From an optimization exercise on the open Yosys and OpenROAD flow, aimed at small area; shortcuts taken in it are not production practice. Only simulation tests tie the RTL to the original design; equivalence was not proved. Power and IR drop assume default switching activity.

===== design.v =====
`timescale 1ns / 1ns
module hdmi_tmds_audio(
	input				clk_pixel,
	input				sys_nrst,
	input	[31 : 0]	hdmi_aud,
	output	[29:0]		tmds
);
	wire rst = !sys_nrst;
	genvar g;
	function automatic [7:0] ecc_step;
		input [7:0] e;
		input b;
		ecc_step = (e >> 1) ^ ((e[0] ^ b) ? 8'b10000011 : 8'd0);
	endfunction
	function automatic [7:0] ecc56;
		input [55:0] d;
		integer k;
		reg [7:0] e;
		begin
			e = 8'd0;
			for (k = 0; k < 56; k = k + 1)
				e = ecc_step(e, d[k]);
			ecc56 = e;
		end
	endfunction
	function automatic [7:0] ecc24;
		input [23:0] d;
		integer k;
		reg [7:0] e;
		begin
			e = 8'd0;
			for (k = 0; k < 24; k = k + 1)
				e = ecc_step(e, d[k]);
			ecc24 = e;
		end
	endfunction
	localparam [19:0] ACR_N = 20'd6144;
	localparam [19:0] ACR_CTS = 20'd48;
	localparam [55:0] ACR_SUB = {ACR_N[7:0], ACR_N[15:8], 4'd0, ACR_N[19:16], ACR_CTS[7:0], ACR_CTS[15:8], 4'd0, ACR_CTS[19:16], 8'd0};
	localparam [63:0] ACR_BCH = {ecc56(ACR_SUB), ACR_SUB};
	localparam [23:0] ACR_HDR = 24'h000001;
	localparam [31:0] ACR_HBCH = {ecc24(ACR_HDR), ACR_HDR};
	localparam [23:0] ASP_HDR = 24'h000F02;
	localparam [31:0] ASP_HBCH = {ecc24(ASP_HDR), ASP_HDR};
	localparam [7:0] ASP_HB = ecc24(24'h100000);
	localparam [7:0] K_L = ecc56(56'd3 << 50);
	localparam [7:0] K_R = ecc56(56'd3 << 54);
	function automatic [7:0] ecc_step2;
		input [7:0] e;
		input b0;
		input b1;
		ecc_step2 = ecc_step(ecc_step(e, b0), b1);
	endfunction
	reg [11:0] px;
	reg [10:0] py;
	wire px_end = px == 12'd2199;
	always @(posedge clk_pixel)
		if (rst) begin
			px <= 12'd2198;
			py <= 11'd1124;
		end else begin
			px <= px_end ? 12'd0 : px + 12'd1;
			if (px_end)
				py <= (py == 11'd1124) ? 11'd0 : py + 11'd1;
		end
	wire active_line = py < 11'd1080;
	wire pre_line = active_line || (py == 11'd1124);
	wire v_data = active_line && (px < 12'd1920);
	wire v_guard = pre_line && (px >= 12'd2198);
	wire v_pre = pre_line && (px >= 12'd2190) && (px < 12'd2198);
	wire di_pre = (px >= 12'd1920) && (px < 12'd1928);
	wire di_guard = ((px >= 12'd1928) && (px < 12'd1930)) || ((px >= 12'd2154) && (px < 12'd2156));
	wire island = (px >= 12'd1930) && (px < 12'd2154);
	wire hsync = (px >= 12'd2007) && (px < 12'd2051);
	wire vsync = ((py == 11'd1084) && (px >= 12'd2007)) || ((py >= 11'd1085) && (py <= 11'd1088)) || ((py == 11'd1089) && (px < 12'd2007));
	reg [11:0] sc;
	reg [15:0] smp;
	always @(posedge clk_pixel)
		if (rst) begin
			sc <= 12'd0;
			smp <= 16'd0;
		end else if (sc == 12'd3093) begin
			sc <= 12'd0;
			smp <= hdmi_aud[31:16];
		end else
			sc <= sc + 12'd1;
	wire [4:0] c = px[4:0] + 5'd22;        
	wire slot_last = c == 5'd31;
	wire slot_start = slot_last && (px >= 12'd1929) && (px < 12'd2153);
	wire slot_end = slot_last && (px >= 12'd1961) && (px <= 12'd2153);
	reg [5:0] ac;
	reg acr_wrap;
	always @(posedge clk_pixel)
		if (rst) begin
			ac <= 6'd45;
			acr_wrap <= 1'b1;
		end else if (ac == 6'd47) begin
			ac <= 6'd0;
			acr_wrap <= !acr_wrap;
		end else
			ac <= ac + 6'd1;
	reg last_wrap;
	reg slot_acr;
	reg [5:0] fq;                           
	always @(posedge clk_pixel)
		if (rst) begin
			last_wrap <= 1'b0;
			fq <= 6'd0;
		end else begin
			if (slot_start) begin
				slot_acr <= acr_wrap ^ last_wrap;
				last_wrap <= acr_wrap;
			end
			if (slot_end && !slot_acr)
				fq <= (fq == 6'd47) ? 6'd0 : fq + 6'd1;
		end
	reg [15:0] smp_old;
	reg [1:0] sw;                           
	always @(posedge clk_pixel) begin
		if (px[4:0] == 5'd3)
			smp_old <= smp;
		if (px[4:0] == 5'd9)
			sw <= (sc == 12'd5) ? 2'd1 : (sc == 12'd4) ? 2'd2 : (sc == 12'd3) ? 2'd3 : 2'd0;
	end
	wire [3:0] use_new = {sw != 2'd0, (sw == 2'd1) || (sw == 2'd2), sw == 2'd1, 1'b0};
	wire samp_ph = (c[4:3] == 2'b10) || ((c[4] == 1'b0) && ((c[3:2] == 2'b01) || (c[3:2] == 2'b10)));
	wire par_lo = c[4:2] == 3'b001 || c[4:2] == 3'b010;    
	wire par_ph = (c == 5'd25) || (c == 5'd27);
	wire ecc_ph = c[4:2] == 3'b111;
	wire [2:0] bi = {c[2] ^ !c[4], c[1:0]};
	wire [1:0] b_old = {smp_old[{bi, 1'b1}], smp_old[{bi, 1'b0}]};
	wire [1:0] b_new = {smp[{bi, 1'b1}], smp[{bi, 1'b0}]};
	reg [7:0] e_old, e_new;
	reg p_old, p_new;
	wire [1:0] s_old = samp_ph ? b_old : {par_ph & p_old, 1'b0};
	wire [1:0] s_new = samp_ph ? b_new : {par_ph & p_new, 1'b0};
	always @(posedge clk_pixel) begin
		if (slot_last) begin
			e_old <= 8'd0;
			e_new <= 8'd0;
			p_old <= 1'b0;
			p_new <= 1'b0;
		end else begin
			if (!ecc_ph) begin
				e_old <= ecc_step2(e_old, s_old[0], s_old[1]);
				e_new <= ecc_step2(e_new, s_new[0], s_new[1]);
			end
			if (par_lo) begin
				p_old <= p_old ^ b_old[0] ^ b_old[1];
				p_new <= p_new ^ b_new[0] ^ b_new[1];
			end
		end
	end
	wire q0 = fq == 6'd0;
	wire q5 = fq == 6'd5;
	wire q68 = (fq == 6'd6) || (fq == 6'd8);
	wire [3:0] cs_l = {1'b0, q0, q68, q5};
	wire [3:0] cs_r = {1'b0, q0, q5 || q68, 1'b0};
	wire [2:0] ei = {c[1:0], 1'b0};
	wire [1:0] acr_bits = {ACR_BCH[{c, 1'b1}], ACR_BCH[{c, 1'b0}]};
	wire [3:0] sub_even, sub_odd;
	wire [1:0] e_old_b = {e_old[ei + 3'd1], e_old[ei]};
	wire [1:0] e_new_b = {e_new[ei + 3'd1], e_new[ei]};
	generate
		for (g = 0; g < 4; g = g + 1) begin : subpkt
			wire [7:0] k = (cs_l[g] ? K_L : 8'd0) ^ (cs_r[g] ? K_R : 8'd0);
			wire [1:0] base = use_new[g] ? (ecc_ph ? e_new_b : s_new) : (ecc_ph ? e_old_b : s_old);
			wire [1:0] corr = ((c == 5'd25) ? {2{cs_l[g]}} : 2'b00) ^ ((c == 5'd27) ? {2{cs_r[g]}} : 2'b00) ^ (ecc_ph ? {k[ei + 3'd1], k[ei]} : 2'b00);
			wire [1:0] bits = slot_acr ? acr_bits : base ^ corr;
			assign sub_even[g] = bits[0];
			assign sub_odd[g] = bits[1];
		end
	endgenerate
	wire hdr_bit = slot_acr ? ACR_HBCH[c] : (ASP_HBCH[c] ^ (q0 && ((c == 5'd20) || (c[4:3] == 2'b11 && ASP_HB[c[2:0]]))));
	wire [2:0] mode = di_guard ? 3'd4 : island ? 3'd3 : v_guard ? 3'd2 : v_data ? 3'd1 : 3'd0;
	wire [2:0] vbit = {px == 12'd0, py == 11'd0, (px == 12'd1919) || (py == 11'd1079)};
	reg [3:0] acc [0:2];
	reg [2:0] mode_r;
	reg [3:0] d_r [0:2];
	generate
		for (g = 0; g < 3; g = g + 1) begin : ch
			wire neg = acc[g][3];
			always @(posedge clk_pixel)
				acc[g] <= (mode != 3'd1) ? 4'd0 : neg ? acc[g] + (vbit[g] ? 4'd3 : 4'd5) : acc[g] - 4'd4;
		end
	endgenerate
	always @(posedge clk_pixel) begin
		mode_r <= mode;
		d_r[0] <= (mode == 3'd1) ? {2'b00, acc[0][3], vbit[0]} : {1'b1, hdr_bit || (mode == 3'd4), vsync, hsync};
		d_r[1] <= (mode == 3'd1) ? {2'b00, acc[1][3], vbit[1]} : (mode == 3'd0) ? {3'b000, v_pre || di_pre} : sub_even;
		d_r[2] <= (mode == 3'd1) ? {2'b00, acc[2][3], vbit[2]} : (mode == 3'd0) ? {3'b000, di_pre} : sub_odd;
	end
	function automatic [9:0] terc4;
		input [3:0] d;
		case (d)
			4'b0000: terc4 = 10'b1010011100;
			4'b0001: terc4 = 10'b1001100011;
			4'b0010: terc4 = 10'b1011100100;
			4'b0011: terc4 = 10'b1011100010;
			4'b0100: terc4 = 10'b0101110001;
			4'b0101: terc4 = 10'b0100011110;
			4'b0110: terc4 = 10'b0110001110;
			4'b0111: terc4 = 10'b0100111100;
			4'b1000: terc4 = 10'b1011001100;
			4'b1001: terc4 = 10'b0100111001;
			4'b1010: terc4 = 10'b0110011100;
			4'b1011: terc4 = 10'b1011000110;
			4'b1100: terc4 = 10'b1010001110;
			4'b1101: terc4 = 10'b1001110001;
			4'b1110: terc4 = 10'b0101100011;
			default: terc4 = 10'b1011000011;
		endcase
	endfunction
	function automatic [9:0] ctl;
		input [1:0] d;
		case (d)
			2'b00: ctl = 10'b1101010100;
			2'b01: ctl = 10'b0010101011;
			2'b10: ctl = 10'b0101010100;
			default: ctl = 10'b1010101011;
		endcase
	endfunction
	function automatic [9:0] vid;
		input [1:0] d;    
		case (d)
			2'b00: vid = 10'b0100000000;
			2'b01: vid = 10'b1000000000;
			2'b10: vid = 10'b1111111111;
			default: vid = 10'b0011111111;
		endcase
	endfunction
	function automatic [9:0] enc;
		input [2:0] m;
		input [3:0] d;
		input [9:0] vguard;
		input [9:0] dguard;
		case (m)
			3'd0: enc = ctl(d[1:0]);
			3'd1: enc = vid(d[1:0]);
			3'd2: enc = vguard;
			3'd3: enc = terc4(d);
			default: enc = dguard;
		endcase
	endfunction
	assign tmds[9:0] = enc(mode_r, d_r[0], 10'b1011001100, terc4(d_r[0]));
	assign tmds[19:10] = enc(mode_r, d_r[1], 10'b0100110011, 10'b0100110011);
	assign tmds[29:20] = enc(mode_r, d_r[2], 10'b1011001100, 10'b0100110011);
endmodule

===== run.sh =====
#!/bin/bash
# synth_recipe.tcl (not shown) runs the flow's synth.tcl, then flattens the netlist and writes it again
# the make line also repeats each setting of config.mk as NAME=value (left out here)
make -C /OpenROAD-flow-scripts/flow DESIGN_CONFIG=/design/flow/config.mk WORK_HOME=/design/flow/orfs CLKGATE_MAP_FILE= SYNTH_SCRIPT=/design/flow/synth_recipe.tcl finish

===== config.mk =====
export PLATFORM = sky130hd
export DESIGN_NAME = hdmi_tmds_audio
export DESIGN_NICKNAME = hdmi_tmds_audio
export VERILOG_FILES = /design/flow/design.v
export SDC_FILE = /design/flow/constraint.sdc
export NUM_CORES = 4
export LEC_CHECK = 0
export CAP_MARGIN = 20
export CORE_MARGIN = 2
export CORE_UTILIZATION = 40
export SLEW_MARGIN = 20

===== constraint.sdc =====
create_clock -name core_clock -period 6.7 [get_ports {clk_pixel}]
set_input_delay 1.3400 -clock core_clock [delete_from_list [all_inputs] [get_ports {clk_pixel}]]
set_output_delay 1.3400 -clock core_clock [all_outputs]
set_load 0.01 [all_outputs]

==> results_dict.tcl <==
set metrics [dict create \
    cts_tree "yes" \
    cp.arrival_ns 2.94 \
    relSlewSlack_pct 35.81 \
    drc_errors 0 \
    viasPerCell 5.326 \
    synth-compound-area-share_pct 17.17 \
    synthAdderAreaFrac_pct 8.205 \
    synth_area_per_cell_sq_um 8.569 \
    die-area_sq_mm 0.02246 \
    syn_area_sq_mm 0.008509 \
    io_buffers 47 \
    power_density_mw_per_mm2 442.1 \
    cp_cell_sequence "inv_1 > ha_1 > nor2_1 > a21oi_1 > o22ai_1 > a31oi_1 > mux2i_1 > o21ai_0 > clkdlybuf4s50_1" \
    holdPathStages 0 \
    cts_made_buffers 17 \
    detail_route.wirelength_um 18280 \
    layoutNonFillerInstCount 1289 \
    regToRegEndpoint "d_r[1][2]$_SDFF_PP0_" \
    yosysWarningCount 3 \
    synth_top_family_by_area "simple AND/OR/NAND/NOR gates" \
    grt_max_degree 47 \
    critPathTopFamily "buffers and inverters" \
    rsz0062_at_grt "no" \
    post-route-min-period_ns 4.276 \
    rr_worst_depth 10 \
    yosysTopAreaCell "dfxtp_1" \
    crit_type "flop to output port" \
    synth_edf_count 19 \
    insertion_delay_ns 0.43 \
    grt.total_usage_pct 16.77 \
    cts.path.max_buffers 2 \
    post-cts-setup-buffers 0 \
    syn_inst 993 \
    dp.cells 1257 \
    worst_ir_drop_vdd_v 0.0001718 \
    synth_top_area_share_pct 25.88 \
    muxShareOfSynthArea_pct 7.822 \
    die_w_um 149.9 \
    p_leak_nw 3.735 \
    grt_pass1_wl_um 31020 \
    gp_congestion 0.8363 \
    nFillCells 2093 \
    ant_nets 0 \
    slowest_stage "clkdlybuf4s50_1" \
    seq_area_frac_synth_pct 32.58 \
    row_count 53 \
    die_h_um 149.9 \
    worstHoldStart "smp[3]$_SDFFE_PN0P_" \
    worst_slew_pin_slew_ns 0.9504 \
    grt-ovfl-total 0 \
    area_delta_synth_final_pct 13.82 \
    r2r_start "px[2]$_SDFF_PN1_" \
    ctsResizeCount 0 \
    min_path_type "flop to flop" \
    first_pass_iters 5 \
    io_pins 64 \
    async_reset_ff_share_pct 0 \
    max_clock_freq_mhz 233.9 \
    finalCritPeriodShare_pct 63.82 \
    first_iter_violations 353 \
    critical_path.startpoint_type "flop" \
    stdcell_area_sq_mm 0.009686 \
    synth_fp_nets 1081 \
    yosysUniqueCellTypes 79 \
    diodes 0 \
    worst_hold_path.endpoint "smp_old[3]$_DFFE_PN_" \
    htree_levels 4 \
    post_drt_wl_per_cell_um 14.18 \
    ys_ff_latch 129 \
    crit_path_end_kind "output port" \
    status "no timing/DRC/antenna violations" \
    clkTransAtPathRegs_ns 0.06 \
    synthTopCellsByArea "dfxtp_1 26%, ha_1 7.5%, edfxtp_1 6.7%, o21ai_0 4.5%, nor2_1 4.2%" \
    setup_violations 0 \
    hpwl_um 12830 \
    initial_utilization_pct 40.61 \
    utilization_pct 46.22 \
    ys.flop_type "dfxtp_1" \
    slowest_delay_ns 0.58 \
    core_sq_mm 0.02096 \
    grt_pass1_vias 6543 \
    cts-root-buf "clkbuf_16" \
    vias 6865 \
    final.setup.tns_ns 0 \
    critPathRequiredTime_ns 5.36 \
    yosys.area_share.simple_pct 20.91 \
    finalPower_w 0.004282 \
    antenna_found_initial 0 \
    cp_max_fo 8 \
    clock_skew_ns 0.02107 \
    clock-sinks 129 \
    drive_above_1_share_pct 6.903 \
    regToRegSetupSlack_ns 2.82 \
    drv_slew 0 \
    hold_buffers 0 \
    finalHoldViolations 0 \
    placedInstanceArea_sq_mm 0.009116 \
    path_buf_inv 2 \
    synth-xor-area-share_pct 8.455 \
    nets 1089 \
    maxCapViolCount 0 \
]
-- metal layers --
layer / part of all wire, % / GRT usage (%) / vias to the layer above
met5: 0 / 0 / -
met4: 1.1 / 4.906 / 0
met3: 3.8 / 3.323 / 14
met2: 45 / 26.87 / 125
met1: 50 / 22.89 / 3198
li1: - / - / 3528
-- through the flow --
stage                     setup WS, ns  hold slack (ns)
final                            2.424           0.4511
after global routing             2.280           0.4649
after CTS                        2.433           0.4527
after detailed placement         2.879           0.4416
after global placement           2.911           0.4409
after floorplan                  3.112           0.4246
-- synth_stat cells, types with 4 or more instances --
cell / count
dfxtp_1: 110
nor2_1: 96
nand2_1: 76
o21ai_0: 76
a21oi_1: 53
ha_1: 51
clkbuf_1: 50
inv_1: 41
mux2i_1: 35
xnor2_1: 35
xor2_1: 32
nand3_1: 28
nor2b_1: 24
edfxtp_1: 19
nand2b_1: 18
nand4_1: 16
nor3_1: 16
a21o_1: 13
and2_1: 12
mux4_2: 12
and3_1: 11
nand3b_1: 11
buf_2: 9
a211oi_1: 8
o211ai_1: 8
a31oi_1: 7
or3_1: 7
a22oi_1: 6
nor3b_1: 6
o31ai_1: 5
nor4_1: 4
o311a_1: 4
or2_2: 4
-- worst reg2reg max path, cell delays in order (launching register included) --
cell and delay [ns]:
dfxtp_1 0.66, inv_1 0.26, ha_1 0.31, xnor2_2 0.28, ha_1 0.32, mux2_1 0.29
a221o_2 0.45, o31ai_1 0.57, mux2i_1 0.19, xor2_1 0.21, a211oi_1 0.24
-- flip-flops by register name (all words and copies together), names as in the netlist, 6 cells and up --
signal / count
ac: 6
acc: 12
d_r: 12
e_new: 8
e_old: 8
fq: 6
px: 12
py: 11
sc: 12
smp: 16
smp_old: 16
-- cell families (layout without fill, tap and decap cells) --
group / count (synthesis) / count (layout)
simple gates: 350 / 350
compound gates: 229 / 229
flops: 129 / 129
buf+inv: 106 / 127
xor+xnor: 74 / 74
fa+ha+maj: 54 / 54
mux: 51 / 51
-- cell type report --
| class | count | area, sq um | area share (%) |
|---|---|---|---|
| multi-input cells | 758 | 5330 | 55.03 |
| flip-flops and latches | 129 | 2773 | 28.63 |
| repair buffers | 52 | 508.0 | 5.245 |
| clock buffers | 18 | 429.2 | 4.431 |
| well taps | 275 | 344.1 | 3.553 |
| inverters | 43 | 161.4 | 1.666 |
| clock inverters | 14 | 140.1 | 1.447 |
-- worst max path at each step --
stage	start	end	slack, ns	cells after the start
floorplan	px[1]$_SDFF_PN1_	d_r[2][2]$_SDFF_PP0_	3.11	12
global placement	d_r[2][0]$_DFF_P_	tmds[24]	2.91	9
detailed placement	px[2]$_SDFF_PN1_	d_r[1][2]$_SDFF_PP0_	2.88	10
CTS	d_r[2][0]$_DFF_P_	tmds[24]	2.43	9
global route	d_r[2][0]$_DFF_P_	tmds[24]	2.28	9
finish	d_r[2][0]$_DFF_P_	tmds[24]	2.42	9
-- report_power, final --
part | leakage (nW) | total, W | switching, W | internal (W)
clock | 0.273 | 0.000891 | 0.000347 | 0.000545
combinational | 2.40 | 0.00223 | 0.00119 | 0.00104
sequential | 1.06 | 0.00116 | 0.000226 | 0.000937
-- cells in the final DEF (no fill, tap or decap), types with 6 or more instances in the layout --
cell type | Yosys | final
nand3b_1 | 11 | 11
ha_1 | 51 | 51
a22oi_1 | 6 | 6
clkdlybuf4s50_1 | 0 | 47
mux2i_1 | 35 | 35
xnor2_1 | 35 | 35
or3_1 | 7 | 7
nor2b_1 | 24 | 24
nor3b_1 | 6 | 6
o21ai_0 | 76 | 76
clkbuf_16 | 0 | 17
and3_1 | 11 | 11
o211ai_1 | 8 | 8
and2_1 | 12 | 12
a21oi_1 | 53 | 53
a211oi_1 | 8 | 8
nor3_1 | 16 | 16
edfxtp_1 | 19 | 19
a31oi_1 | 7 | 7
dfxtp_1 | 110 | 110
mux4_2 | 12 | 12
a21o_1 | 13 | 13
xor2_1 | 32 | 32
nand2b_1 | 18 | 18
inv_1 | 41 | 41
nand3_1 | 28 | 28
nand4_1 | 16 | 16
nor2_1 | 96 | 96
nand2_1 | 76 | 76

==> afterwards: timing with drivers on the ports <==
Ports are ideal in the flow. The routed layout listed here was re-timed in OpenROAD.
Step 1 sets driving cells, clkbuf_16 on the clock port and buf_2 on the other inputs (assumed; they add their load-dependent delay and slew).
Step 2 also shifts input and output timing later by t, the mid clock arrival at the registers, as if the neighbouring blocks saw the same clock.
Three values: ideal ports, drivers, drivers and shift; two values: the first two.
shift t [ns]: 0.463
setup slack, ns: 2.424 / 2.383 / 2.822
worst data-port slew with drivers (ns): 0.03
After both steps setup and hold are still met in this run. For this run, drivers alone change the setup slack by -0.041 ns; drivers and shift together by +0.398 ns.
